Source: an optimization exercise on an open RTL-to-GDS flow (aim: small area, a short achievable clock period and few clock cycles). Production flows keep margins and buffers that such runs may drop.
Only simulation tests tie the RTL to the original design; equivalence was not proved.

**flow/config.mk**
```make
export PLATFORM = sky130hd
export DESIGN_NAME = expr_unit
export DESIGN_NICKNAME = expr_unit
export VERILOG_FILES = /design/flow/design.v
export SDC_FILE = /design/flow/constraint.sdc
export NUM_CORES = 4
export LEC_CHECK = 0
export CAP_MARGIN = 20
export CORE_MARGIN = 2
export CORE_UTILIZATION = 40
export SLEW_MARGIN = 20
export SYNTH_HIERARCHICAL = 1
```
**flow/constraint.sdc**
```tcl
create_clock -name core_clock -period 90.0 [get_ports {clk}]
set_input_delay 18.0000 -clock core_clock [delete_from_list [all_inputs] [get_ports {clk}]]
set_output_delay 18.0000 -clock core_clock [all_outputs]
set_load 0.01 [all_outputs]
```
**flow/design.v**
```verilog
module divstage(
  input  [31:0] r,
  input         a,
  input  [31:0] d,
  output [31:0] rn,
  output        q
);
  wire [32:0] rr = {r, a};
  wire [32:0] t  = rr - {1'b0, d};
  assign q  = ~t[32];
  assign rn = q ? t[31:0] : rr[31:0];
endmodule
module and2k(input a, input b, output y);
  assign y = a & b;
endmodule
module sfxzero(input [31:0] x, output [31:0] z);
  wire [31:0] l0 = ~x;
  wire [31:0] l1, l2, l3, l4, l5;
  genvar j;
  generate
    for (j = 0; j < 32; j = j + 1) begin : g
      if (j + 1 < 32) begin : a1 and2k u(l0[j], l0[j + 1], l1[j]); end else begin : b1 assign l1[j] = l0[j]; end
      if (j + 2 < 32) begin : a2 and2k u(l1[j], l1[j + 2], l2[j]); end else begin : b2 assign l2[j] = l1[j]; end
      if (j + 4 < 32) begin : a3 and2k u(l2[j], l2[j + 4], l3[j]); end else begin : b3 assign l3[j] = l2[j]; end
      if (j + 8 < 32) begin : a4 and2k u(l3[j], l3[j + 8], l4[j]); end else begin : b4 assign l4[j] = l3[j]; end
      if (j + 16 < 32) begin : a5 and2k u(l4[j], l4[j + 16], l5[j]); end else begin : b5 assign l5[j] = l4[j]; end
    end
  endgenerate
  assign z = l5;
endmodule
module grpsel #(parameter SB = 4, parameter NG = 8) (
  input  [31:0]   az,                
  input  [31:0]   d,
  input  [31:0]   m,
  output [NG-1:0] g1
);
  localparam W = SB * NG;
  wire [32:0] azx = {1'b1, az};
  reg [NG-1:0] need, oh;
  reg skq, mzp;
  integer gi, pg, kk;
  always @(*) begin
    for (gi = 0; gi < NG; gi = gi + 1) begin
      pg = W - SB * (gi + 1);
      skq = 1'b0;
      for (kk = 0; kk < 32; kk = kk + 1)
        if (pg + kk <= 32) skq = skq | (d[kk] & azx[pg + kk]);
        else skq = skq | d[kk];
      mzp = (pg >= 32) ? 1'b1 : ~|(m >> pg);
      need[gi] = (gi == NG - 1) | ~(skq & (azx[pg > 32 ? 32 : pg] | mzp));
    end
    for (gi = 0; gi < NG; gi = gi + 1)
      oh[gi] = need[gi] & ((need & ((1 << gi) - 1)) == 0);
  end
  assign g1 = oh;
endmodule
module hacc #(parameter SB = 4) (
  input  [31:0]   acc,
  input  [31:0]   x,
  input  [31:0]   s,
  input  [SB-1:0] yb,
  input  [SB-1:0] q,
  output [31:0]   accn
);
  reg [31:0] cs, cc, v, ns, nc, x0, x1;
  integer j;
  always @(*) begin
    cs = acc << SB;
    cc = 32'd0;
    for (j = 0; j < SB; j = j + 1) begin
      v  = yb[j] ? (x << j) : 32'd0;
      ns = cs ^ cc ^ v;
      nc = (cs & cc) | (cs & v) | (cc & v);
      cs = ns;
      cc = {nc[30:0], 1'b0};
    end
    for (j = SB - 1; j >= 1; j = j - 1) begin
      v  = q[j] ? (s << j) : 32'd0;
      ns = cs ^ cc ^ v;
      nc = (cs & cc) | (cs & v) | (cc & v);
      cs = ns;
      cc = {nc[30:0], 1'b0};
    end
    x0 = cs + cc;
    ns = cs ^ cc ^ s;
    nc = (cs & cc) | (cs & s) | (cc & s);
    x1 = ns + {nc[30:0], 1'b0};
  end
  assign accn = q[0] ? x1 : x0;
endmodule
module expr_unit(
  input clk,
  input rst,
  input start,
  input [31:0] i1,
  input [31:0] i2,
  input [31:0] i3,
  output op_ready,
  output reg done,
  output [31:0] result
);
localparam SB = 4;                
localparam NG = (32 + SB - 1) / SB;  
localparam W  = SB * NG;
reg [31:0]   a_q, b_q, d_q;          
reg [31:0]   az_q;                   
reg [31:0]   r_q;                    
reg [31:0]   acc_q;                  
reg [NG-1:0] grp_q;                  
reg          busy_q, first_q;
assign op_ready = ~busy_q;
assign result   = acc_q;
wire [31:0] az_in;
sfxzero u_az(.x(i1), .z(az_in));
always @(posedge clk) begin
  a_q  <= i1;
  b_q  <= i2;
  d_q  <= i3;
  az_q <= az_in;
end
wire [31:0] m_w = b_q & d_q;
wire [NG-1:0] g1;
grpsel #(.SB(SB), .NG(NG)) u_grp(.az(az_q), .d(d_q), .m(m_w), .g1(g1));
wire [NG-1:0] grp = first_q ? g1 : grp_q;
wire last = grp[NG-1];
wire        sel_m = (m_w <= a_q);
wire [31:0] x_w   = sel_m ? a_q : m_w;
wire [31:0] y_w   = sel_m ? m_w : a_q;
wire [31:0] s_w   = a_q + b_q;
wire [W-1:0] ap = {{(W-32){1'b0}}, a_q};
wire [W-1:0] yp = {{(W-32){1'b0}}, y_w};
reg [SB-1:0] abits, ybits;
reg [31:0]   rinit;
integer bi;
always @(*) begin
  abits = {SB{1'b0}};
  ybits = {SB{1'b0}};
  rinit = 32'd0;
  for (bi = 0; bi < NG; bi = bi + 1) begin
    abits = abits | (ap[W-1-SB*bi -: SB] & {SB{grp[bi]}});
    ybits = ybits | (yp[W-1-SB*bi -: SB] & {SB{grp[bi]}});
    rinit = rinit | ((a_q >> (W - SB * bi)) & {32{grp[bi]}});
  end
end
wire [31:0] rs [0:SB];
wire [SB-1:0] q;
assign rs[0] = first_q ? rinit : r_q;
genvar k;
generate
  for (k = 0; k < SB; k = k + 1) begin : st
    divstage u(.r(rs[k]), .a(abits[SB-1-k]), .d(d_q), .rn(rs[k+1]), .q(q[SB-1-k]));
  end
endgenerate
wire [31:0] acc_n;
hacc #(.SB(SB)) u_acc(.acc(acc_q), .x(x_w), .s(s_w), .yb(ybits), .q(q), .accn(acc_n));
always @(posedge clk) begin
  if (busy_q) begin
    r_q   <= rs[SB];
    acc_q <= acc_n;
    grp_q <= grp << 1;
  end else begin
    r_q   <= 32'd0;
    acc_q <= 32'd0;
  end
end
always @(posedge clk or posedge rst) begin
  if (rst) begin
    busy_q  <= 1'b0;
    first_q <= 1'b0;
    done    <= 1'b0;
  end else begin
    done    <= busy_q & last;
    first_q <= ~busy_q;
    if (~busy_q) busy_q <= start;
    else if (last) busy_q <= 1'b0;
  end
end
endmodule
```
**flow/run.sh**
```bash
#!/bin/bash
# synth_recipe.tcl (not shown) runs the flow's synth.tcl, then flattens the netlist and writes it again
# the make line also repeats each setting of config.mk as NAME=value (left out here)
make -C /OpenROAD-flow-scripts/flow DESIGN_CONFIG=/design/flow/config.mk WORK_HOME=/design/flow/orfs CLKGATE_MAP_FILE= SYNTH_SCRIPT=/design/flow/synth_recipe.tcl finish
```
==> out/qor.csv, run 1 <==
stage,metric,value,unit
synthesis,syn_nets,4045,
floorplanning,dieArea,0.07580,sq mm
worst_setup_path,worstPathCellList,buf_4 -> inv_1 -> clkdlybuf4s50_1,
worst_hold_path,hp-class,reg2reg,
cts,clk_root_buffer_cell,clkbuf_16,
global_route,grt_overflow,0,
cts,cts_resized,0,
floorplanning,core_area,0.07296,sq mm
detailed_routing,drt-initial-drc-count,2461,
finish,drive_gt1_share,8.150,%
cts,cts_max_level,4,
placed_design,place_ws,70260,ps
global_route,antenna_found_initial,4,
timing,fmax,49.29,MHz
global_route,grt_usage,26.17,%
placed_design,port_buffers,132,
placed_design,dp.cells,4424,
status,outcome,"complete, no violations",
detailed_routing,wire_per_inst,22.07,um
detailed_routing,vias_per_cell,5.824,
worst_setup_path,slowest_delay,660,ps
timing,setup_violations,0,
floorplanning,fp.dieH,275.3,um
finish,antenna_cells_inserted,0,
cts,postCtsHoldBufs,0,
timing,rsz0062_at_grt,no,
synthesis,syn_area_per_cell,8.512,sq um
finish,syn2layout_area_growth,7.832,%
cts,worstSkewPairLatency,540,ps
worst_setup_path,worst-setup-path-type,reg2out,
cts,post_cts_buffers,0,
worst_setup_path,critPathMaxFanout,73,
timing,fin_crit,20290,ps
worst_setup_path,worst_ep_required_time,72000,ps
floorplanning,initial_core_util,40.36,%
detailed_routing,dr.pass1.iters,6,
floorplanning,rows,99,
timing,finalSetupTns,0,ps
worst_setup_path,arrival,2290,ps
detailed_routing,finalWirelength,98350,um
detailed_routing,ant_nets,0,
worst_setup_path,slowest_stage,buf_4,
synthesis,netlist_area,0.02944,sq mm
synthesis,synthCells,3459,
placed_design,hpwl,77940,um
cts,clk_pin_slew_worst_paths,110,ps
flow_run,drv_cap,0,
timing,worst_pin_slew,1111,ps
synthesis,yosysWarnings,9,
timing,finalCritPeriodShare,22.54,%
timing,fin_skew,38.18,ps
detailed_routing,via_count,25952,
cts,cts_tree,built,
global_route,grt_first_pass_wirelength,151200,um
timing,maxSlewViolCount,0,
finish,num-nets-final,4070,
timing,slew_headroom,25.23,%
timing,setup_ws,69710,ps
global_route,grt_max_degree,82,
detailed_routing,drc,0,
worst_setup_path,cp-end-kind,primary output,
timing,hold_viol_final,0,
finish,final_cell_count_no_fill,4456,
floorplanning,io_pins,133,
floorplanning,fp.dieW,275.3,um
cts,cts_buffers,17,
global_route,grt_pass1_vias,25981,
placed_design,gp_congestion,0.9709,
worst_setup_path,setup.worst_path.start_class,flip-flop,
cts,clockBufferDepth,2,
cts,clock_sinks,198,
-- registers in the layout (all words and copies together), names as in the netlist --
| name | cells |
|---|---|
| busy_q | 1 |
| grp_q | 7 |
| r_q | 32 |
| d_q | 32 |
| done | 1 |
| acc_q | 32 |
| a_q | 32 |
| az_q | 28 |
| b_q | 32 |
| first_q | 1 |
-- path summary, 6_finish.rpt --
kind,slack (ps),startpoint,to,cells after the start
worst max-delay path,69710,busy_q,op_ready,3
worst min-delay path,840,grp_q[1],grp_q[2],1
worst max register to register,71710,d_q[25],acc_q[31],60
worst min register to register,840,grp_q[1],grp_q[2],1
max in group asynchronous,72000,rst,done,2
min in group asynchronous,17710,rst,busy_q,2
-- cells in the final DEF, fill, tap and decap left out, types with 106 or more instances in the layout --
master,count
dfxtp_1,188
a21oi_1,204
a21o_1,106
clkdlybuf4s50_1,132
mux2_4,106
o21ai_0,130
nor2_1,131
inv_1,367
nand2_1,318
and2_1,262
ha_1,286
fa_1,201
xnor2_1,114
-- final cells by class --
type,count,area (sq um)
clock buffers,17,425.4
clock inverters,15,232.7
fillers,7326,41210
inverters,371,1423
multi-input cells,2751,23000
flip-flops and latches,198,4051
well taps,959,1200
repair buffers,145,1419
-- per-stage QoR --
stage	hold WS [ps]	utilization [%]	area, sq um
2_1_floorplan	655.7	-	29440
3_3_place_gp	831.8	42.62	31090
3_5_place_dp	832.1	42.62	31090
4_1_cts	835.5	43.52	31750
5_1_grt	863.9	43.52	31750
6_report	843.5	43.52	31750
-- critical path, delay by kind of cell, from the launching register on --
kind	cells	cell delay (ps)
buffers and inverters	3	1380
flip-flops	1	360
-- routing by layer --
metal	track usage (%)	part of all wire (%)	vias to the layer above	wire, um
met4	12.05	4.8	2	4719
met2	42.49	45	967	44110
met5	0	0.016	-	16
met1	33.89	44	12525	42960
li1	-	-	12185	-
met3	4.506	6.7	273	6549
Testbench counts, summed over its fixed seeds: cycles 2,079.
==> inputs of run 2 (changes only) <==
--- a/flow/design.v
+++ b/flow/design.v
@@ -108,7 +108,8 @@
 reg [31:0]   acc_q;                  
 reg [NG-1:0] grp_q;                  
 reg          busy_q, first_q;
-assign op_ready = ~busy_q;
+reg          ready_q;                 
+assign op_ready = ready_q;
 assign result   = acc_q;
 wire [31:0] az_in;
 sfxzero u_az(.x(i1), .z(az_in));
@@ -152,16 +153,16 @@
   end
 endgenerate
 wire [31:0] acc_n;
-hacc #(.SB(SB)) u_acc(.acc(acc_q), .x(x_w), .s(s_w), .yb(ybits), .q(q), .accn(acc_n));
+wire [31:0] acc_in = first_q ? 32'd0 : acc_q;
+hacc #(.SB(SB)) u_acc(.acc(acc_in), .x(x_w), .s(s_w), .yb(ybits), .q(q), .accn(acc_n));
 always @(posedge clk) begin
-  if (busy_q) begin
-    r_q   <= rs[SB];
-    acc_q <= acc_n;
-    grp_q <= grp << 1;
-  end else begin
-    r_q   <= 32'd0;
-    acc_q <= 32'd0;
-  end
+  r_q   <= rs[SB];
+  acc_q <= acc_n;
+  grp_q <= grp << 1;
+end
+always @(posedge clk or posedge rst) begin
+  if (rst) ready_q <= 1'b1;
+  else     ready_q <= busy_q ? last : ~start;
 end
 always @(posedge clk or posedge rst) begin
   if (rst) begin
==> flow/flow/run.sh (new file) <==
#!/bin/bash
# The standard layout (standard.sh: the ORFS flow with the standard
# synthesis), with the port buffers that ORFS inserts made plain buf_2
# cells instead of the delay buffers buffer_ports picks by default.
set -euo pipefail
export BUFFER_PORTS_ARGS="-buffer_cell sky130_fd_sc_hd__buf_2"
bash standard.sh > flow.log 2>&1
==> flow/standard.sh (new file) <==
#!/bin/bash
# synth_recipe.tcl (not shown) runs the flow's synth.tcl, then flattens the netlist and writes it again
# the make line also repeats each setting of config.mk as NAME=value (left out here)
make -C /OpenROAD-flow-scripts/flow DESIGN_CONFIG=/design/flow/config.mk WORK_HOME=/design/flow/orfs CLKGATE_MAP_FILE= SYNTH_SCRIPT=/design/flow/synth_recipe.tcl "${@:-finish}"
removed: flow/run.sh
==> run 2 against run 1 <==
Still clean. Critical path depth decreased by 2. Utilization shrank 0.095 points. Flip-flop and latch count increased by 1. Area after synthesis shrank 3.0%. Highest routed layer is now met4.
==> out/qor.csv, run 2 <==
stage,metric,value,unit,change
timing,fin_skew,20.09,ps,was 38.18 ps
cts,clk_pin_slew_worst_paths,80,ps,was 110 ps
worst_setup_path,worst_ep_required_time,72000,ps,about the same
floorplanning,fp.dieW,271.3,um,was 275.3 um
detailed_routing,drt-initial-drc-count,2228,,was 2461
detailed_routing,wire_per_inst,20.61,um,was 22.07 um
worst_setup_path,r2r_setup_slack,72720,ps,was 71710 ps
detailed_routing,dr.pass1.iters,9,,was 6
worst_setup_path,slowest_delay,520,ps,was 660 ps
cts,post_cts_buffers,0,,unchanged
worst_setup_path,cp-end-kind,primary output,,unchanged
synthesis,synthCells,3436,,was 3459
worst_setup_path,path_depth,1,,was 3
cts,cts_resized,0,,unchanged
cts,cts_buffers,17,,unchanged
finish,syn2layout_area_growth,6.994,%,was 7.832%
synthesis,syn_nets,4022,,was 4045
worst_setup_path,arrival,1130,ps,was 2290 ps
global_route,antenna_found_initial,1,,was 4
floorplanning,fp.dieH,271.3,um,was 275.3 um
global_route,grt_pass1_vias,24597,,was 25981
worst_setup_path,crit_start,ready_q,,was busy_q
global_route,grt_first_pass_wirelength,141500,um,was 151200 um
cts,worstSkewPairLatency,520,ps,was 540 ps
cts,cts_max_level,4,,unchanged
worst_setup_path,worst-setup-path-type,reg2out,,unchanged
timing,finalCritPeriodShare,21.26,%,was 22.54%
detailed_routing,ant_nets,0,,unchanged
placed_design,gp_congestion,0.9602,,was 0.9709
timing,setup_ws,70870,ps,was 69710 ps
detailed_routing,vias_per_cell,5.679,,was 5.824
cts,clock_sinks,199,,was 198
cts,postCtsHoldBufs,0,,unchanged
cts,clockBufferDepth,2,,unchanged
global_route,grt_usage,24.58,%,was 26.17%
finish,drive_gt1_share,12.11,%,was 8.150%
synthesis,netlist_area,0.02857,sq mm,was 0.02944 sq mm
timing,slew_headroom,29.50,%,was 25.23%
worst_setup_path,rr_endpoint,acc_q[31],,unchanged
finish,final_cell_mix,"386 x inv_1, 319 x nand2_1, 286 x ha_1",,"was 367 x inv_1, 318 x nand2_1, 286 x ha_1"
timing,hold_ws,429.5,ps,was 843.5 ps
timing,fin_crit,19130,ps,was 20290 ps
placed_design,place_ws,70970,ps,was 70260 ps
timing,maxSlewViolCount,0,,unchanged
finish,final_util,43.42,%,was 43.52%
timing,worst_pin_slew,1048,ps,was 1111 ps
worst_setup_path,reg2regPathDepth,65,,was 60
detailed_routing,via_count,25089,,was 25952
worst_setup_path,worstPathCellList,buf_2,,was buf_4 -> inv_1 -> clkdlybuf4s50_1
floorplanning,rows,97,,was 99
finish,num-nets-final,4049,,was 4070
worst_setup_path,setup.worst_path.start_class,flip-flop,,unchanged
timing,hold_viol_final,0,,unchanged
floorplanning,io_pins,133,,unchanged
global_route,grt_max_degree,51,,was 82
timing,fmax,52.26,MHz,was 49.29 MHz
floorplanning,initial_core_util,40.58,%,was 40.36%
worst_setup_path,critPathTopFamily,flip-flops,,was buffers and inverters
synthesis,yosysWarnings,9,,unchanged
cts,cts_tree,built,,unchanged
placed_design,port_buffers,132,,unchanged
flow_run,drv_cap,0,,unchanged
global_route,grt_overflow,0,,unchanged
cts,clk_root_buffer_cell,clkbuf_16,,unchanged
worst_setup_path,r2r_start,d_q[9],,was d_q[25]
placed_design,hpwl,74370,um,was 77940 um
timing,rsz0062_at_grt,no,,unchanged
worst_setup_path,crit_end,op_ready,,unchanged
floorplanning,dieArea,0.07358,sq mm,was 0.07580 sq mm
timing,setup_violations,0,,unchanged
worst_setup_path,critPathMaxFanout,1,,was 73
worst_setup_path,slowest_stage,dfstp_2,,was buf_4
floorplanning,core_area,0.07039,sq mm,was 0.07296 sq mm
worst_setup_path,worst-path-buf-inv,1,,was 3
worst_hold_path,hp-class,reg2reg,,unchanged
finish,layout_commonest_cell,inv_1,,unchanged
status,outcome,"complete, no violations",,unchanged
synthesis,syn_area_per_cell,8.315,sq um,was 8.512 sq um
timing,finalSetupTns,0,ps,unchanged
detailed_routing,drc,0,,unchanged
detailed_routing,finalWirelength,91070,um,was 98350 um
-- run 2: cell count changes in the layout (fill, tap and decap cells not counted), moves of 21 or more --
cell and change:
a21o_1 -23, and2_1 -60, buf_2 +132, clkdlybuf4s50_1 -132, mux2_2 +103, mux2_4 -76, nand3_1 -37, nor2_1 +27
nor2b_1 +51, o21ai_0 -28, xnor2_1 +21
-- run 2: metrics by stage --
step,std cells,instance area [sq um]
2_1_floorplan,3436,28570
3_3_place_gp,4384,29950
3_5_place_dp,4384,29950
4_1_cts,4416,30560
5_1_grt,4416,30560
6_report,4418,30570
-- run 2: worst min-delay path by stage --
stage           start      end  slack (ps)  cells after the start
2_1_floorplan  busy_q  first_q         410                      1
3_3_place_gp   busy_q  first_q         420                      1
3_5_place_dp   busy_q  first_q         420                      1
4_1_cts        busy_q  first_q         430                      1
5_1_grt        busy_q  first_q         480                      1
6_report       busy_q  first_q         430                      1
-- run 2: final cells by class --
type,count,area [sq um]
antenna,2,5.005
multi-input combinational,2700,22450
clock buffer,18,429.2
fill,7193,39830
clock inverter,14,187.7
timing repair buffer,158,855.8
tap,940,1176
sequential,199,4009
inverter,387,1453
-- run 2: metal layers --
| metal | global-route usage [%] | wire length (um) |
|---|---|---|
| met1 | 33.00 | 41000 |
| met2 | 39.08 | 40630 |
| met3 | 4.113 | 5594 |
| met4 | 10.16 | 3840 |
| met5 | 0 | 0 |
Testbench counts of run 2, summed over its fixed seeds: cycles 2,079.
==> inputs of run 3 (changes only) <==
--- a/flow/design.v
+++ b/flow/design.v
@@ -5,10 +5,30 @@
   output [31:0] rn,
   output        q
 );
-  wire [32:0] rr = {r, a};
-  wire [32:0] t  = rr - {1'b0, d};
-  assign q  = ~t[32];
-  assign rn = q ? t[31:0] : rr[31:0];
+  wire [32:0] x = {r, a};
+  wire [32:0] y = ~{1'b0, d};
+  reg  [32:0] g, p, gg, pp, t;
+  integer i, l;
+  always @(*) begin
+    g = x & y;
+    p = x ^ y;
+    g[0] = g[0] | p[0];                
+    gg = g;
+    pp = p;
+    for (l = 1; l < 33; l = l * 2)     
+      for (i = 2 * l - 1; i < 33; i = i + 2 * l) begin
+        gg[i] = gg[i] | (pp[i] & gg[i - l]);
+        pp[i] = pp[i] & pp[i - l];
+      end
+    for (l = 16; l >= 1; l = l / 2)    
+      for (i = 3 * l - 1; i < 33; i = i + 2 * l) begin
+        gg[i] = gg[i] | (pp[i] & gg[i - l]);
+        pp[i] = pp[i] & pp[i - l];
+      end
+    t = p ^ {gg[31:0], 1'b1};          
+  end
+  assign q  = gg[32];
+  assign rn = q ? t[31:0] : x[31:0];
 endmodule
 module and2k(input a, input b, output y);
   assign y = a & b;
@@ -47,7 +67,7 @@
         if (pg + kk <= 32) skq = skq | (d[kk] & azx[pg + kk]);
         else skq = skq | d[kk];
       mzp = (pg >= 32) ? 1'b1 : ~|(m >> pg);
-      need[gi] = (gi == NG - 1) | ~(skq & (azx[pg > 32 ? 32 : pg] | mzp));
+      need[gi] = (gi == NG - 1) | (|d & ~(skq & (azx[pg > 32 ? 32 : pg] | mzp)));
     end
     for (gi = 0; gi < NG; gi = gi + 1)
       oh[gi] = need[gi] & ((need & ((1 << gi) - 1)) == 0);
@@ -56,17 +76,18 @@
 endmodule
 module hacc #(parameter SB = 4) (
   input  [31:0]   acc,
+  input           cin,               
   input  [31:0]   x,
   input  [31:0]   s,
   input  [SB-1:0] yb,
   input  [SB-1:0] q,
   output [31:0]   accn
 );
-  reg [31:0] cs, cc, v, ns, nc, x0, x1;
+  reg [31:0] cs, cc, v, ns, nc;
   integer j;
   always @(*) begin
     cs = acc << SB;
-    cc = 32'd0;
+    cc = {{(31-SB){1'b0}}, cin, {SB{1'b0}}};
     for (j = 0; j < SB; j = j + 1) begin
       v  = yb[j] ? (x << j) : 32'd0;
       ns = cs ^ cc ^ v;
@@ -74,19 +95,15 @@
       cs = ns;
       cc = {nc[30:0], 1'b0};
     end
-    for (j = SB - 1; j >= 1; j = j - 1) begin
+    for (j = SB - 1; j >= 0; j = j - 1) begin
       v  = q[j] ? (s << j) : 32'd0;
       ns = cs ^ cc ^ v;
       nc = (cs & cc) | (cs & v) | (cc & v);
       cs = ns;
       cc = {nc[30:0], 1'b0};
     end
-    x0 = cs + cc;
-    ns = cs ^ cc ^ s;
-    nc = (cs & cc) | (cs & s) | (cc & s);
-    x1 = ns + {nc[30:0], 1'b0};
   end
-  assign accn = q[0] ? x1 : x0;
+  assign accn = cs + cc;
 endmodule
 module expr_unit(
   input clk,
@@ -153,8 +170,10 @@
   end
 endgenerate
 wire [31:0] acc_n;
-wire [31:0] acc_in = first_q ? 32'd0 : acc_q;
-hacc #(.SB(SB)) u_acc(.acc(acc_in), .x(x_w), .s(s_w), .yb(ybits), .q(q), .accn(acc_n));
+wire        d_zero = (d_q == 32'd0);
+wire [31:0] acc_in = first_q ? (d_zero ? ~s_w : 32'd0) : acc_q;
+wire        acc_ci = first_q & d_zero;
+hacc #(.SB(SB)) u_acc(.acc(acc_in), .cin(acc_ci), .x(x_w), .s(s_w), .yb(ybits), .q(q), .accn(acc_n));
 always @(posedge clk) begin
   r_q   <= rs[SB];
   acc_q <= acc_n;
==> flow/flow/run.sh (replaced) <==
#!/bin/bash
# The standard layout (standard.sh: the ORFS flow with the standard
# synthesis), with
#  - the port buffers that ORFS inserts made plain buf_2 cells instead of
#    the delay buffers buffer_ports picks by default;
#  - ORFS's own timing repair (after CTS and after global routing) asked to
#    keep a setup slack margin, so that it sizes the few paths that set the
#    achieved period instead of stopping as soon as the 90 ns clock is met.
set -euo pipefail
export BUFFER_PORTS_ARGS="-buffer_cell sky130_fd_sc_hd__buf_2"
export SETUP_SLACK_MARGIN=70.9
bash standard.sh > flow.log 2>&1
==> run 3 against run 2 <==
Still clean on timing, DRC and antenna. Hold slack gained 17 ps. Setup slack lost 9.7 ps. Sequential share of layout area up 1.2 points. Cell area fell by 8.4%. Via count down 13%. Clock skew grew 5.7 ps. Clock-buffer cell count fell by 1. Global-route usage increased by 0.34 points. Synthesized cell count fell by 17%. Highest routed layer is now met5.
==> out/qor.csv, run 3 <==
stage,metric,value,unit,change
finish,final_cell_count_no_fill,3796,,was 4418
floorplanning,fp.dieW,258.5,um,was 271.3 um
floorplanning,core_area,0.06423,sq mm,was 0.07039 sq mm
timing,finalCritPeriodShare,21.27,%,was 21.26%
timing,fin_crit,19140,ps,was 19130 ps
synthesis,netlist_area,0.02591,sq mm,was 0.02857 sq mm
detailed_routing,vias_per_cell,5.718,,was 5.679
timing,fin_skew,25.76,ps,was 20.09 ps
detailed_routing,drt-initial-drc-count,1945,,was 2228
placed_design,hpwl,65330,um,was 74370 um
finish,seqCellArea,0.004006,sq mm,was 0.004009 sq mm
timing,maxSlewViolCount,0,,unchanged
worst_setup_path,r2r_setup_slack,72690,ps,was 72720 ps
finish,drive_gt1_share,13.95,%,was 12.11%
synthesis,syn_area_per_cell,9.080,sq um,was 8.315 sq um
detailed_routing,finalWirelength,82140,um,was 91070 um
global_route,grt_max_degree,61,,was 51
worst_setup_path,rr_endpoint,acc_q[26],,was acc_q[31]
global_route,antenna_found_initial,2,,was 1
status,outcome,"complete, no violations",,unchanged
placed_design,gp_congestion,0.9496,,was 0.9602
global_route,grt_use_met1,33.41,%,was 33.00%
worst_setup_path,r2r_start,d_q[28],,was d_q[9]
placed_design,port_buffers,132,,unchanged
detailed_routing,drc,0,,unchanged
cts,post_cts_buffers,0,,unchanged
floorplanning,fp.dieH,258.5,um,was 271.3 um
detailed_routing,dr.pass1.iters,6,,was 9
finish,multiInputGateArea,0.01984,sq mm,was 0.02245 sq mm
timing,hold_viol_final,0,,unchanged
worst_setup_path,crit_end,op_ready,,unchanged
finish,layout_commonest_cell,inv_1,,unchanged
worst_setup_path,slowest_delay,540,ps,was 520 ps
worst_setup_path,critPathMaxFanout,1,,unchanged
floorplanning,io_pins,133,,unchanged
cts,clk_root_buffer_cell,clkbuf_16,,unchanged
cts,worstSkewPairLatency,530,ps,was 520 ps
worst_setup_path,arrival,1140,ps,was 1130 ps
global_route,grt_first_pass_wirelength,128800,um,was 141500 um
worst_setup_path,setup.worst_path.start_class,flip-flop,,unchanged
finish,syn2layout_area_growth,8.029,%,was 6.994%
timing,fmax,52.24,MHz,was 52.26 MHz
cts,cts_max_level,4,,unchanged
global_route,grt_usage,24.91,%,was 24.58%
worst_setup_path,worst-path-buf-inv,1,,unchanged
worst_setup_path,crit_start,ready_q,,unchanged
floorplanning,rows,93,,was 97
placed_design,dp.cells,3762,,was 4384
worst_setup_path,reg2regPathDepth,58,,was 65
worst_setup_path,slowest_stage,dfstp_2,,unchanged
timing,worst_pin_slew,1029,ps,was 1048 ps
floorplanning,dieArea,0.06684,sq mm,was 0.07358 sq mm
timing,slew_headroom,31.40,%,was 29.50%
synthesis,synthCells,2854,,was 3436
timing,hold_ws,446.5,ps,was 429.5 ps
cts,cts_buffers,17,,unchanged
finish,final_cell_mix,"395 x inv_1, 280 x nand2_1, 261 x fa_1",,"was 386 x inv_1, 319 x nand2_1, 286 x ha_1"
timing,rsz0062_at_grt,yes,,was no
global_route,met3_usage,4.323,%,was 4.113%
floorplanning,initial_core_util,40.34,%,was 40.58%
worst_hold_path,hp-class,reg2reg,,unchanged
flow_run,drv_cap,0,,unchanged
timing,finalSetupTns,0,ps,unchanged
global_route,grt_pass1_vias,22351,,was 24597
detailed_routing,ant_nets,0,,unchanged
worst_setup_path,cp-end-kind,primary output,,unchanged
worst_hold_path,worstHoldPathCells,1,,unchanged
worst_setup_path,path_depth,1,,unchanged
cts,clockBufferDepth,2,,unchanged
worst_setup_path,critPathTopFamily,flip-flops,,unchanged
global_route,top_usage_layer,met2,,unchanged
synthesis,syn_nets,3466,,was 4022
detailed_routing,wire_per_inst,21.64,um,was 20.61 um
synthesis,yosysWarnings,10,,was 9
global_route,grt_overflow,0,,unchanged
cts,clk_pin_slew_worst_paths,90,ps,was 80 ps
cts,clock_sinks,199,,unchanged
timing,setup_violations,0,,unchanged
worst_setup_path,worst-setup-path-type,reg2out,,unchanged
worst_setup_path,worst_ep_required_time,72000,ps,about the same
global_route,met2_usage,40.12,%,was 39.08%
cts,cts_tree,built,,unchanged
finish,fillCellCount,6321,,was 7193
detailed_routing,via_count,21704,,was 25089
worst_setup_path,worstPathCellList,buf_6,,was buf_2
finish,num-nets-final,3539,,was 4049
[run 3: routing by layer]
layer	up-vias	wire length [um]
li1	9853	-
met1	10797	36610
met2	847	36780
met3	205	5789
met4	2	2940
met5	-	14
[run 3: area by class of cell]
cell class / count / area share [%]
clock inverters: 15 / 0.8447
well taps: 855 / 3.821
flip-flops and latches: 199 / 14.31
multi-input cells: 2145 / 70.86
inverters: 400 / 5.363
repair buffers: 164 / 3.267
diodes: 1 / 0.008939
clock buffers: 17 / 1.520
[run 3: repair_timing]
item,4_1_cts,5_1_grt
endpoints found under the setup margin,1,1
resized for setup,1,0
hold buffers,0,0
[run 3: worst min-delay path by stage]
stage	startpoint	slack, ps	end
finish	busy_q	450	first_q
CTS	busy_q	450	first_q
floorplan	busy_q	410	first_q
global route	busy_q	490	first_q
detailed placement	busy_q	440	first_q
global placement	busy_q	430	first_q
[run 3: stage by stage]
| stage | util, % | area, sq um | setup WS, ps |
|---|---|---|---|
| finish | 43.58 | 27990 | 70860 |
| global placement | 42.52 | 27310 | 70940 |
| detailed placement | 42.52 | 27310 | 70940 |
| floorplan | - | 25910 | 71140 |
| CTS | 43.56 | 27980 | 70820 |
| global route | 43.58 | 27990 | 70810 |
Testbench counts of run 3, summed over its fixed seeds: cycles 2,016.
==> inputs of run 4 (changes only) <==
--- a/flow/design.v
+++ b/flow/design.v
@@ -116,7 +116,7 @@
   output reg done,
   output [31:0] result
 );
-localparam SB = 4;                
+localparam SB = 5;                
 localparam NG = (32 + SB - 1) / SB;  
 localparam W  = SB * NG;
 reg [31:0]   a_q, b_q, d_q;          
==> run 4 against run 3 <==
Register-to-register slack worse by 900 ps. Sequential share of layout area down 1.6 points. Routed wire length up 6.5%. Maximum frequency about the same. Global-route usage down 1.1 points. Critical endpoint unchanged.
==> out/qor.csv, run 4 <==
stage,metric,value,unit,change
timing,fmax,52.22,MHz,was 52.24 MHz
detailed_routing,vias_per_cell,5.477,,was 5.718
detailed_routing,finalWirelength,87490,um,was 82140 um
synthesis,syn_nets,3886,,was 3466
worst_hold_path,hp-class,reg2reg,,unchanged
timing,hold_viol_final,0,,unchanged
detailed_routing,via_count,23118,,was 21704
cts,clk_pin_slew_worst_paths,100,ps,was 90 ps
cts,postCtsHoldBufs,0,,unchanged
timing,slew_headroom,28.92,%,was 31.40%
global_route,grt_max_degree,67,,was 61
global_route,grt_pass1_vias,23376,,was 22351
cts,cts_max_level,4,,unchanged
worst_setup_path,setup.worst_path.start_class,flip-flop,,unchanged
flow_run,drv_cap,0,,unchanged
timing,worst_pin_slew,1065,ps,was 1029 ps
global_route,grt_first_pass_wirelength,136900,um,was 128800 um
status,outcome,"complete, no violations",,unchanged
floorplanning,fp.dieH,273.4,um,was 258.5 um
timing,rsz0062_at_grt,yes,,unchanged
worst_hold_path,worstHoldPathCells,1,,unchanged
global_route,top_usage_layer,met2,,unchanged
worst_setup_path,r2r_start,d_q[31],,was d_q[28]
worst_setup_path,cp-end-kind,primary output,,unchanged
worst_setup_path,worstPathCellList,buf_6,,unchanged
worst_setup_path,critPathMaxFanout,1,,unchanged
floorplanning,rows,98,,was 93
worst_setup_path,worst-setup-path-type,reg2out,,unchanged
worst_setup_path,critPathTopFamily,flip-flops,,unchanged
timing,maxSlewViolCount,0,,unchanged
worst_setup_path,worst_ep_required_time,72000,ps,about the same
detailed_routing,dr.pass1.iters,8,,was 6
worst_setup_path,arrival,1150,ps,was 1140 ps
timing,setup_violations,0,,unchanged
worst_setup_path,slowest_delay,540,ps,about the same
cts,cts_buffers,17,,unchanged
synthesis,synthCells,3174,,was 2854
floorplanning,initial_core_util,40.53,%,was 40.34%
worst_setup_path,rr_endpoint,acc_q[25],,was acc_q[26]
placed_design,gp_congestion,0.9661,,was 0.9496
floorplanning,core_area,0.07161,sq mm,was 0.06423 sq mm
worst_setup_path,crit_start,ready_q,,unchanged
cts,worstSkewPairLatency,510,ps,was 530 ps
finish,final_cell_mix,"476 x inv_1, 335 x nand2_1, 328 x fa_1",,"was 395 x inv_1, 280 x nand2_1, 261 x fa_1"
global_route,grt_use_met1,32.36,%,was 33.41%
cts,clk_root_buffer_cell,clkbuf_16,,unchanged
timing,finalSetupTns,0,ps,unchanged
floorplanning,dieArea,0.07473,sq mm,was 0.06684 sq mm
placed_design,hpwl,70210,um,was 65330 um
worst_setup_path,crit_end,op_ready,,unchanged
synthesis,netlist_area,0.02902,sq mm,was 0.02591 sq mm
timing,fin_skew,21.63,ps,was 25.76 ps
synthesis,yosysWarnings,10,,unchanged
global_route,grt_overflow,0,,unchanged
worst_setup_path,reg2regPathDepth,71,,was 58
placed_design,port_buffers,132,,unchanged
synthesis,syn_area_per_cell,9.144,sq um,was 9.080 sq um
worst_setup_path,worst-path-buf-inv,1,,unchanged
detailed_routing,wire_per_inst,20.73,um,was 21.64 um
worst_setup_path,path_depth,1,,unchanged
global_route,met2_usage,37.28,%,was 40.12%
floorplanning,fp.dieW,273.4,um,was 258.5 um
worst_setup_path,slowest_stage,dfstp_2,,unchanged
global_route,met3_usage,4.553,%,was 4.323%
detailed_routing,drt-initial-drc-count,2078,,was 1945
global_route,antenna_found_initial,2,,unchanged
detailed_routing,ant_nets,0,,unchanged
cts,cts_tree,built,,unchanged
timing,finalCritPeriodShare,21.28,%,was 21.27%
floorplanning,io_pins,133,,unchanged
cts,clock_sinks,197,,was 199
detailed_routing,drc,0,,unchanged
finish,drive_gt1_share,13.68,%,was 13.95%
finish,num-nets-final,3967,,was 3539
timing,fin_crit,19150,ps,was 19140 ps
cts,clockBufferDepth,2,,unchanged
finish,layout_commonest_cell,inv_1,,unchanged
finish,syn2layout_area_growth,7.700,%,was 8.029%
worst_setup_path,r2r_setup_slack,71790,ps,was 72690 ps
global_route,grt_usage,23.81,%,was 24.91%
run 4: final cells by class:
| type | count | area [sq um] |
|---|---|---|
| fillers | 7203 | 40350 |
| repair buffers | 171 | 989.7 |
| well taps | 950 | 1189 |
| clock buffers | 17 | 425.4 |
| diodes | 3 | 7.507 |
| clock inverters | 15 | 231.5 |
| flip-flops and latches | 197 | 3978 |
| inverters | 481 | 1805 |
| multi-input cells | 2387 | 22630 |
run 4: routing by layer:
metal | vias to the layer above | routed length, um
met4 | 0 | 3401
met1 | 11276 | 39300
li1 | 10822 | -
met2 | 838 | 38780
met5 | - | 0
met3 | 182 | 6006
run 4: how the worst min path moves through the flow:
stage / slack [ps] / start / end
after floorplan: 410 / busy_q / first_q
after global placement: 410 / busy_q / first_q
after detailed placement: 430 / busy_q / first_q
after CTS: 430 / busy_q / first_q
after global routing: 450 / busy_q / first_q
final: 440 / busy_q / first_q
run 4: metrics by stage:
step                      instance area (sq um)  worst slack (ps)  instances  hold WS (ps)  utilization, %
after detailed placement                  30520             70570       4185         426.5           42.61
after global routing                      31250             70820       4219         449.8           43.64
after CTS                                 31200             70810       4217         434.8           43.57
after floorplan                           29020             71140       3174         410.9               -
final                                     31260             70850       4221         441.8           43.65
after global placement                    30520             70850       4185         412.2           42.61
run 4: what timing repair did:
action                                  4_1_cts  5_1_grt
buffers inserted                              0        1
gates resized for setup                      14       13
pin swaps                                     0        1
endpoints found under the setup margin       16       26
endpoints found under the hold margin         0        0
Testbench counts of run 4, summed over its fixed seeds: cycles 1,766.
==> inputs of run 5 (changes only) <==
--- a/flow/design.v
+++ b/flow/design.v
@@ -116,7 +116,7 @@
   output reg done,
   output [31:0] result
 );
-localparam SB = 5;                
+localparam SB = 4;                
 localparam NG = (32 + SB - 1) / SB;  
 localparam W  = SB * NG;
 reg [31:0]   a_q, b_q, d_q;          
@@ -179,10 +179,7 @@
   acc_q <= acc_n;
   grp_q <= grp << 1;
 end
-always @(posedge clk or posedge rst) begin
-  if (rst) ready_q <= 1'b1;
-  else     ready_q <= busy_q ? last : ~start;
-end
+always @(posedge clk) ready_q <= busy_q ? last : ~start;
 always @(posedge clk or posedge rst) begin
   if (rst) begin
     busy_q  <= 1'b0;
==> run 5 against run 4 <==
Still clean on timing, DRC and antenna. Critical path depth unchanged. Clock skew down 2.7 ps. First-iteration DRC count is 3.8% lower. Hold slack improved by 10 ps. Register-to-register slack improved by 1100 ps. Die area is 9.7% lower.
==> out/qor.csv, run 5 <==
stage,metric,value,unit,change
timing,fmax,52.66,MHz,was 52.22 MHz
worst_hold_path,hp-class,reg2reg,,unchanged
finish,syn2layout_area_growth,7.610,%,was 7.700%
timing,fin_crit,18990,ps,was 19150 ps
cts,clock_sinks,199,,was 197
detailed_routing,via_count,21155,,was 23118
finish,fillCellCount,6461,,was 7203
cts,post_cts_buffers,0,,unchanged
worst_setup_path,worst-setup-path-type,reg2out,,unchanged
worst_setup_path,setup.worst_path.start_class,flip-flop,,unchanged
cts,cts_tree,built,,unchanged
global_route,antenna_found_initial,0,,was 2
worst_setup_path,worst-path-buf-inv,1,,unchanged
timing,finalSetupTns,0,ps,unchanged
global_route,grt_first_pass_wirelength,123800,um,was 136900 um
cts,clk_pin_slew_worst_paths,100,ps,about the same
cts,cts_resized,0,,was 14
floorplanning,dieArea,0.06750,sq mm,was 0.07473 sq mm
global_route,grt_overflow,0,,unchanged
global_route,grt_pass1_vias,21651,,was 23376
worst_setup_path,worstPathCellList,buf_2,,was buf_6
worst_setup_path,slowest_stage,dfxtp_1,,was dfstp_2
status,outcome,"complete, no violations",,unchanged
floorplanning,core_area,0.06458,sq mm,was 0.07161 sq mm
timing,maxSlewViolCount,0,,unchanged
floorplanning,io_pins,133,,unchanged
detailed_routing,wire_per_inst,20.40,um,was 20.73 um
timing,setup_violations,0,,unchanged
cts,postCtsHoldBufs,0,,unchanged
finish,num-nets-final,3584,,was 3967
finish,final_cell_mix,"426 x inv_1, 283 x nand2_1, 261 x fa_1",,"was 476 x inv_1, 335 x nand2_1, 328 x fa_1"
detailed_routing,finalWirelength,78360,um,was 87490 um
synthesis,netlist_area,0.02618,sq mm,was 0.02902 sq mm
global_route,grt_max_degree,57,,was 67
detailed_routing,drc,0,,unchanged
worst_setup_path,critPathTopFamily,flip-flops,,unchanged
synthesis,yosysWarnings,10,,unchanged
synthesis,syn_area_per_cell,9.020,sq um,was 9.144 sq um
placed_design,gp_congestion,0.9605,,was 0.9661
timing,rsz0062_at_grt,no,,was yes
floorplanning,fp.dieW,259.8,um,was 273.4 um
finish,drive_gt1_share,14.00,%,was 13.68%
worst_setup_path,cp-end-kind,primary output,,unchanged
cts,cts_max_level,4,,unchanged
detailed_routing,dr.pass1.iters,12,,was 8
cts,cts_buffers,17,,unchanged
timing,fin_skew,18.95,ps,was 21.63 ps
timing,setup_ws,71010,ps,was 70850 ps
global_route,grt_usage,23.78,%,was 23.81%
placed_design,place_ws,70920,ps,was 70570 ps
finish,layout_commonest_cell,inv_1,,unchanged
synthesis,synthCells,2902,,was 3174
timing,finalCritPeriodShare,21.10,%,was 21.28%
cts,clockBufferDepth,2,,unchanged
finish,final_cell_count_no_fill,3841,,was 4221
cts,clk_root_buffer_cell,clkbuf_16,,unchanged
worst_setup_path,worst_ep_required_time,72000,ps,about the same
floorplanning,rows,93,,was 98
timing,worst_pin_slew,1068,ps,was 1065 ps
worst_setup_path,slowest_delay,340,ps,was 540 ps
synthesis,syn_nets,3514,,was 3886
cts,worstSkewPairLatency,520,ps,was 510 ps
detailed_routing,ant_nets,0,,unchanged
floorplanning,fp.dieH,259.8,um,was 273.4 um
timing,slew_headroom,28.35,%,was 28.92%
placed_design,hpwl,63210,um,was 70210 um
detailed_routing,vias_per_cell,5.508,,was 5.477
detailed_routing,drt-initial-drc-count,1999,,was 2078
timing,hold_viol_final,0,,unchanged
placed_design,port_buffers,132,,unchanged
worst_setup_path,arrival,990,ps,was 1150 ps
flow_run,drv_cap,0,,unchanged
floorplanning,initial_core_util,40.53,%,about the same
placed_design,dp.cells,3808,,was 4185
worst_setup_path,critPathMaxFanout,2,,was 1
timing,hold_ws,451.9,ps,was 441.8 ps
## run 5: cell type report
class / instances / area [sq um] / share of cell area [%]
multi-input combinational: 2160 / 19920 / 70.73
tap: 855 / 1070 / 3.798
clock inverter: 15 / 226.5 / 0.8040
antenna: 1 / 2.502 / 0.008884
sequential: 199 / 4003 / 14.21
inverter: 431 / 1618 / 5.744
clock buffer: 17 / 425.4 / 1.510
timing repair buffer: 163 / 900.9 / 3.198
## run 5: path summary, 6_finish.rpt
check | from | endpoint | slack (ps) | cells after the start
max in group asynchronous | rst | first_q | 72500 | 2
max reg2reg | d_q[25] | acc_q[29] | 72880 | 58
max | acc_q[27] | result[27] | 71010 | 1
min reg2reg | busy_q | first_q | 450 | 1
min | busy_q | first_q | 450 | 1
min in group asynchronous | rst | busy_q | 17340 | 2
## run 5: per-stage QoR
stage | utilization, % | area (sq um)
6_report | 43.62 | 28170
5_1_grt | 43.61 | 28160
4_1_cts | 43.61 | 28160
3_5_place_dp | 42.60 | 27510
3_3_place_gp | 42.58 | 27500
2_1_floorplan | - | 26180
## run 5: per-layer routing
layer	vias up	GRT usage (%)	share of wire [%]
met5	-	0	0
met1	10241	32.55	46
met2	738	37.18	44
li1	10001	-	-
met3	175	4.766	6.7
met4	0	8.381	3.5
Testbench counts of run 5, summed over its fixed seeds: cycles 2,016.
==> inputs of run 6 (changes only) <==
--- a/flow/design.v
+++ b/flow/design.v
@@ -116,7 +116,7 @@
   output reg done,
   output [31:0] result
 );
-localparam SB = 4;                
+localparam SB = 5;                
 localparam NG = (32 + SB - 1) / SB;  
 localparam W  = SB * NG;
 reg [31:0]   a_q, b_q, d_q;          
--- a/flow/config.mk
+++ b/flow/config.mk
@@ -7,6 +7,6 @@
 export LEC_CHECK = 0
 export CAP_MARGIN = 20
 export CORE_MARGIN = 2
-export CORE_UTILIZATION = 40
+export CORE_UTILIZATION = 55
 export SLEW_MARGIN = 20
 export SYNTH_HIERARCHICAL = 1
==> run 6 against run 5 <==
Still clean on timing, DRC and antenna. Cell area is 10% higher. Clock skew is 4.2 ps higher. Maximum frequency is 0.38% lower. Flip-flop and latch count is 2 lower. Clock-buffer cell count stayed put. Via count is 12% higher. Area after synthesis is 11% higher. Die area is 19% lower. Non-clock buffer count is 16 higher. Sequential share of layout area is 1.4 points lower. Critical path type unchanged.
==> out/qor.csv, run 6 <==
stage,metric,value,unit,change
status,outcome,"complete, no violations",,unchanged
detailed_routing,drc,0,,unchanged
finish,fillCellCount,4703,,was 6461
cts,clockBufferDepth,2,,unchanged
timing,fmax,52.45,MHz,was 52.66 MHz
worst_setup_path,slowest_stage,dfxtp_1,,unchanged
timing,hold_viol_final,0,,unchanged
timing,maxSlewViolCount,0,,unchanged
finish,final_util,59.12,%,was 43.62%
synthesis,synthCells,3168,,was 2902
floorplanning,rows,84,,was 93
detailed_routing,dr.pass1.iters,9,,was 12
floorplanning,fp.dieH,234.3,um,was 259.8 um
floorplanning,initial_core_util,55.51,%,was 40.53%
placed_design,port_buffers,132,,unchanged
global_route,grt_max_degree,57,,unchanged
worst_setup_path,worst-setup-path-type,reg2out,,unchanged
placed_design,hpwl,73690,um,was 63210 um
cts,worstSkewPairLatency,520,ps,about the same
worst_setup_path,worst-path-buf-inv,1,,unchanged
detailed_routing,via_count,23754,,was 21155
timing,setup_violations,0,,unchanged
finish,layout_commonest_cell,inv_1,,unchanged
timing,rsz0062_at_grt,no,,unchanged
cts,clk_pin_slew_worst_paths,100,ps,about the same
worst_setup_path,slowest_delay,390,ps,was 340 ps
finish,syn2layout_area_growth,6.502,%,was 7.610%
finish,final_cell_mix,"446 x inv_1, 345 x nand2_1, 328 x fa_1",,"was 426 x inv_1, 283 x nand2_1, 261 x fa_1"
floorplanning,dieArea,0.05490,sq mm,was 0.06750 sq mm
floorplanning,fp.dieW,234.3,um,was 259.8 um
detailed_routing,wire_per_inst,22.77,um,was 20.40 um
worst_setup_path,critPathTopFamily,flip-flops,,unchanged
finish,antenna_cells_inserted,0,,was 1
worst_setup_path,setup.worst_path.start_class,flip-flop,,unchanged
timing,finalCritPeriodShare,21.18,%,was 21.10%
cts,cts_max_level,4,,unchanged
cts,postCtsHoldBufs,0,,unchanged
cts,cts_tree,built,,unchanged
synthesis,syn_nets,3880,,was 3514
placed_design,gp_congestion,1.034,,was 0.9605
global_route,grt_pass1_vias,24426,,was 21651
finish,multiInputGateArea,0.02288,sq mm,was 0.01992 sq mm
worst_setup_path,critPathMaxFanout,2,,unchanged
cts,clock_sinks,197,,was 199
timing,fin_crit,19060,ps,was 18990 ps
finish,num-nets-final,3968,,was 3584
timing,fin_skew,23.11,ps,was 18.95 ps
floorplanning,io_pins,133,,unchanged
timing,worst_pin_slew,1074,ps,was 1068 ps
global_route,grt_first_pass_wirelength,139600,um,was 123800 um
global_route,antenna_found_initial,3,,was 0
flow_run,drv_cap,0,,unchanged
cts,clk_root_buffer_cell,clkbuf_16,,unchanged
global_route,grt_usage,33.70,%,was 23.78%
detailed_routing,vias_per_cell,6.005,,was 5.508
floorplanning,core_area,0.05255,sq mm,was 0.06458 sq mm
detailed_routing,drt-initial-drc-count,1841,,was 1999
timing,finalSetupTns,0,ps,unchanged
cts,cts_buffers,17,,unchanged
detailed_routing,ant_nets,0,,unchanged
synthesis,yosysWarnings,10,,unchanged
worst_setup_path,worstPathCellList,buf_2,,unchanged
worst_setup_path,cp-end-kind,primary output,,unchanged
worst_hold_path,hp-class,reg2reg,,unchanged
synthesis,syn_area_per_cell,9.209,sq um,was 9.020 sq um
worst_setup_path,arrival,1060,ps,was 990 ps
synthesis,netlist_area,0.02917,sq mm,was 0.02618 sq mm
global_route,grt_overflow,0,,unchanged
finish,drive_gt1_share,14.44,%,was 14.00%
timing,slew_headroom,28.32,%,was 28.35%
finish,seqCellArea,0.003984,sq mm,was 0.004003 sq mm
detailed_routing,finalWirelength,90070,um,was 78360 um
worst_setup_path,worst_ep_required_time,72000,ps,about the same
## run 6: cell type report
type / count / share of cell area [%]
Multi-Input combinational cell: 2410 / 73.64
Tap cell: 688 / 2.771
Clock buffer: 17 / 1.369
Sequential cell: 197 / 12.82
Inverter: 451 / 5.449
Clock inverter: 14 / 0.6121
Timing Repair Buffer: 179 / 3.334
## run 6: what timing repair did
action                                  4_1_cts  5_1_grt
buffers inserted                              1        4
resized for setup                            18       14
endpoints found under the setup margin       34       31
pin swaps                                     1        1
cloned                                        0        0
## run 6: per-layer routing
layer	share of wire, %	routed length [um]	up-vias	GRT usage, %
met5	0.047	42	-	0
met4	5.1	4618	6	16.33
met3	6.0	5397	267	5.472
met2	47	42650	805	56.19
met1	41	37360	11799	42.55
li1	-	-	10877	-
## run 6: worst paths after layout
check	from	end	slack [ps]	cells after the start
setup / recovery	acc_q[22]	result[22]	70940	1
hold / removal	busy_q	first_q	440	1
setup reg to reg	d_q[13]	acc_q[29]	71710	72
hold reg to reg	busy_q	first_q	440	1
max in group asynchronous	rst	first_q	72520	2
min in group asynchronous	rst	done	17340	2
## run 6: through the flow
stage / hold WS [ps] / instance area, sq um / setup slack [ps] / cells
after floorplan: 410.9 / 29170 / 71140 / 3168
after global placement: 417.2 / 30360 / 70610 / 3920
after detailed placement: 437.8 / 30360 / 70180 / 3920
after CTS: 449.3 / 31010 / 70900 / 3952
after global routing: 492.1 / 31070 / 70900 / 3956
final: 444.4 / 31070 / 70940 / 3956
Testbench counts of run 6, summed over its fixed seeds: cycles 1,766.
==> inputs of run 7 (changes only) <==
--- a/flow/config.mk
+++ b/flow/config.mk
@@ -7,6 +7,6 @@
 export LEC_CHECK = 0
 export CAP_MARGIN = 20
 export CORE_MARGIN = 2
-export CORE_UTILIZATION = 55
+export CORE_UTILIZATION = 40
 export SLEW_MARGIN = 20
 export SYNTH_HIERARCHICAL = 1
==> run 7 against run 6 <==
Routed wire length down 2.3%. First-iteration DRC count up 0.81%. Clock skew grew 25 ps. Synthesized cell count unchanged. Area after synthesis unchanged. Flip-flop and latch count is the same. Cell area up 1.3%. Sequential share of layout area shrank 0.062 points. Critical endpoint is now result[18].
==> out/qor.csv, run 7 <==
stage,metric,value,unit,change
floorplanning,core_area,0.07259,sq mm,was 0.05255 sq mm
synthesis,yosysWarnings,10,,unchanged
worst_hold_path,hp-class,reg2reg,,unchanged
worst_setup_path,rr_endpoint,acc_q[29],,unchanged
detailed_routing,dr.pass1.iters,10,,was 9
detailed_routing,ant_nets,0,,unchanged
worst_setup_path,arrival,1060,ps,about the same
detailed_routing,drc,0,,unchanged
floorplanning,rows,99,,was 84
cts,clockBufferDepth,2,,unchanged
global_route,antenna_found_initial,5,,was 3
synthesis,syn_area_per_cell,9.209,sq um,unchanged
worst_setup_path,critPathTopFamily,flip-flops,,unchanged
finish,num-nets-final,3967,,was 3968
global_route,grt_overflow,0,,unchanged
floorplanning,fp.dieW,274.1,um,was 234.3 um
flow_run,drv_cap,0,,unchanged
status,outcome,"complete, no violations",,unchanged
cts,worstSkewPairLatency,530,ps,was 520 ps
finish,drive_gt1_share,14.63,%,was 14.44%
timing,hold_viol_final,0,,unchanged
floorplanning,initial_core_util,40.19,%,was 55.51%
placed_design,port_buffers,132,,unchanged
placed_design,place_ws,70760,ps,was 70180 ps
timing,finalSetupTns,0,ps,unchanged
worst_setup_path,r2r_start,d_q[13],,unchanged
worst_setup_path,critPathMaxFanout,2,,unchanged
cts,cts_max_level,4,,unchanged
synthesis,syn_nets,3880,,unchanged
detailed_routing,finalWirelength,88030,um,was 90070 um
global_route,grt_first_pass_wirelength,137600,um,was 139600 um
timing,setup_violations,0,,unchanged
detailed_routing,drt-initial-drc-count,1856,,was 1841
timing,rsz0062_at_grt,no,,unchanged
worst_setup_path,worst_ep_required_time,72000,ps,about the same
timing,fmax,52.47,MHz,was 52.45 MHz
placed_design,gp_congestion,0.9682,,was 1.034
synthesis,netlist_area,0.02917,sq mm,unchanged
worst_hold_path,worstHoldPathCells,1,,unchanged
worst_hold_path,min-delay-start,busy_q,,unchanged
cts,clk_pin_slew_worst_paths,120,ps,was 100 ps
global_route,grt_usage,23.82,%,was 33.70%
timing,finalCritPeriodShare,21.18,%,about the same
global_route,grt_max_degree,57,,unchanged
cts,clock_sinks,197,,unchanged
timing,slew_headroom,28.81,%,was 28.32%
detailed_routing,vias_per_cell,5.509,,was 6.005
placed_design,hpwl,71060,um,was 73690 um
detailed_routing,wire_per_inst,20.82,um,was 22.77 um
cts,cts_tree,built,,unchanged
worst_setup_path,cp-end-kind,primary output,,unchanged
floorplanning,dieArea,0.07511,sq mm,was 0.05490 sq mm
worst_setup_path,setup.worst_path.start_class,flip-flop,,unchanged
worst_setup_path,r2r_setup_slack,71860,ps,was 71710 ps
floorplanning,fp.dieH,274.1,um,was 234.3 um
timing,fin_skew,47.71,ps,was 23.11 ps
worst_setup_path,worst-setup-path-type,reg2out,,unchanged
worst_setup_path,worstPathCellList,buf_2,,unchanged
cts,postCtsHoldBufs,0,,unchanged
worst_setup_path,slowest_stage,dfxtp_4,,was dfxtp_1
detailed_routing,via_count,23299,,was 23754
timing,worst_pin_slew,1066,ps,was 1074 ps
finish,layout_commonest_cell,inv_1,,unchanged
cts,cts_buffers,17,,unchanged
cts,clk_root_buffer_cell,clkbuf_16,,unchanged
worst_setup_path,worst-path-buf-inv,1,,unchanged
floorplanning,io_pins,133,,unchanged
worst_setup_path,reg2regPathDepth,69,,was 72
global_route,grt_pass1_vias,23489,,was 24426
finish,syn2layout_area_growth,7.861,%,was 6.502%
worst_hold_path,holdPathEnd,first_q,,unchanged
timing,setup_ws,70940,ps,about the same
timing,maxSlewViolCount,0,,unchanged
finish,final_cell_mix,"445 x inv_1, 345 x nand2_1, 328 x fa_1",,"was 446 x inv_1, 345 x nand2_1, 328 x fa_1"
worst_setup_path,slowest_delay,400,ps,was 390 ps
timing,fin_crit,19060,ps,about the same
synthesis,synthCells,3168,,unchanged
run 7: cell types whose count changed in the layout (fill, tap and decap cells not counted), sizes merged:
cell / previous run / this run
clkinv: 4 / 8
clkbuf: 17 / 18
inv: 461 / 457
buf: 179 / 178
diode: 0 / 2
run 7: final cells by class:
cell class,instances,area (sq um)
inverter,451,1693
fill,7247,41120
multi-input combinational,2410,22890
tap,959,1200
clock inverter,14,190.2
timing repair buffer,178,1032
sequential,197,4015
antenna,2,5.005
clock buffer,18,439.2
run 7: worst max path at each step:
stage | startpoint | endpoint | slack [ps] | cells past startpoint
6_report | acc_q[18] | result[18] | 70940 | 1
5_1_grt | acc_q[26] | result[26] | 70900 | 1
4_1_cts | acc_q[18] | result[18] | 70900 | 1
3_5_place_dp | d_q[30] | acc_q[29] | 70760 | 70
3_3_place_gp | d_q[30] | acc_q[29] | 70850 | 69
2_1_floorplan | i1[31] | az_q[16] | 71140 | 6
run 7: metal layers:
| layer | up-vias | routed length (um) | GRT usage, % |
|---|---|---|---|
| met5 | - | 0 | 0 |
| met4 | 0 | 3127 | 8.166 |
| met3 | 190 | 5580 | 4.212 |
| met2 | 763 | 40250 | 38.62 |
| met1 | 11489 | 39080 | 31.94 |
| li1 | 10857 | - | - |
run 7: metrics by stage:
step	util [%]	cells	cell area (sq um)	hold WS (ps)
after floorplan	-	3168	29170	410.9
after global placement	42.22	4184	30640	417.5
after detailed placement	42.22	4184	30640	421.0
after CTS	43.20	4218	31360	436.5
after global routing	43.34	4227	31460	460.6
final	43.35	4229	31470	431.0
run 7: repair_timing:
| action | 4_1_cts | 5_1_grt |
|---|---|---|
| gates cloned | 0 | 0 |
| buffers inserted | 2 | 9 |
| endpoints found under the setup margin | 27 | 28 |
| pin swaps | 0 | 2 |
| resized for setup | 36 | 13 |

[afterwards: timing with drivers on the ports]
The results above use ideal ports. As a check the final layouts listed here were re-extracted and re-timed, cells and wires unchanged. Step 1 (the two cells are an assumption about what drives the block):
set clk [get_ports {clk}]
set_driving_cell -lib_cell sky130_fd_sc_hd__clkbuf_16 $clk
set_driving_cell -lib_cell sky130_fd_sc_hd__buf_2 [delete_from_list [all_inputs] $clk]
Step 2 adds t to the input delays and takes it off the output delays; t is the mean of the earliest and latest rising clock arrival at the registers after step 1. Input paths then give back, and output paths get back, about the clock's delay inside the block. Slacks: ideal / step 1 / step 2; pairs: ideal / step 1.
run	shift t [ns]	setup WS [ns]	worst register clock-pin slew, ns	worst data-port slew with drivers (ns)
run 1	0.586	69.713 / 69.648 / 70.234	0.11 / 0.11	0.07
run 2	0.566	70.866 / 70.806 / 70.957	0.09 / 0.09	0.05
run 3	0.578	70.856 / 70.792 / 70.925	0.11 / 0.11	0.04
run 4	0.567	70.850 / 70.785 / 70.907	0.10 / 0.10	0.06
run 5	0.573	71.009 / 70.944 / 70.916	0.10 / 0.10	0.05
run 6	0.572	70.935 / 70.870 / 70.916	0.10 / 0.10	0.05
run 7	0.575	70.940 / 70.875 / 70.863	0.12 / 0.12	0.06
After both steps every run listed still meets setup and hold. The setup slack of run 5, which loses most, moves by -0.065 ns with the drivers and by -0.093 ns with both steps.
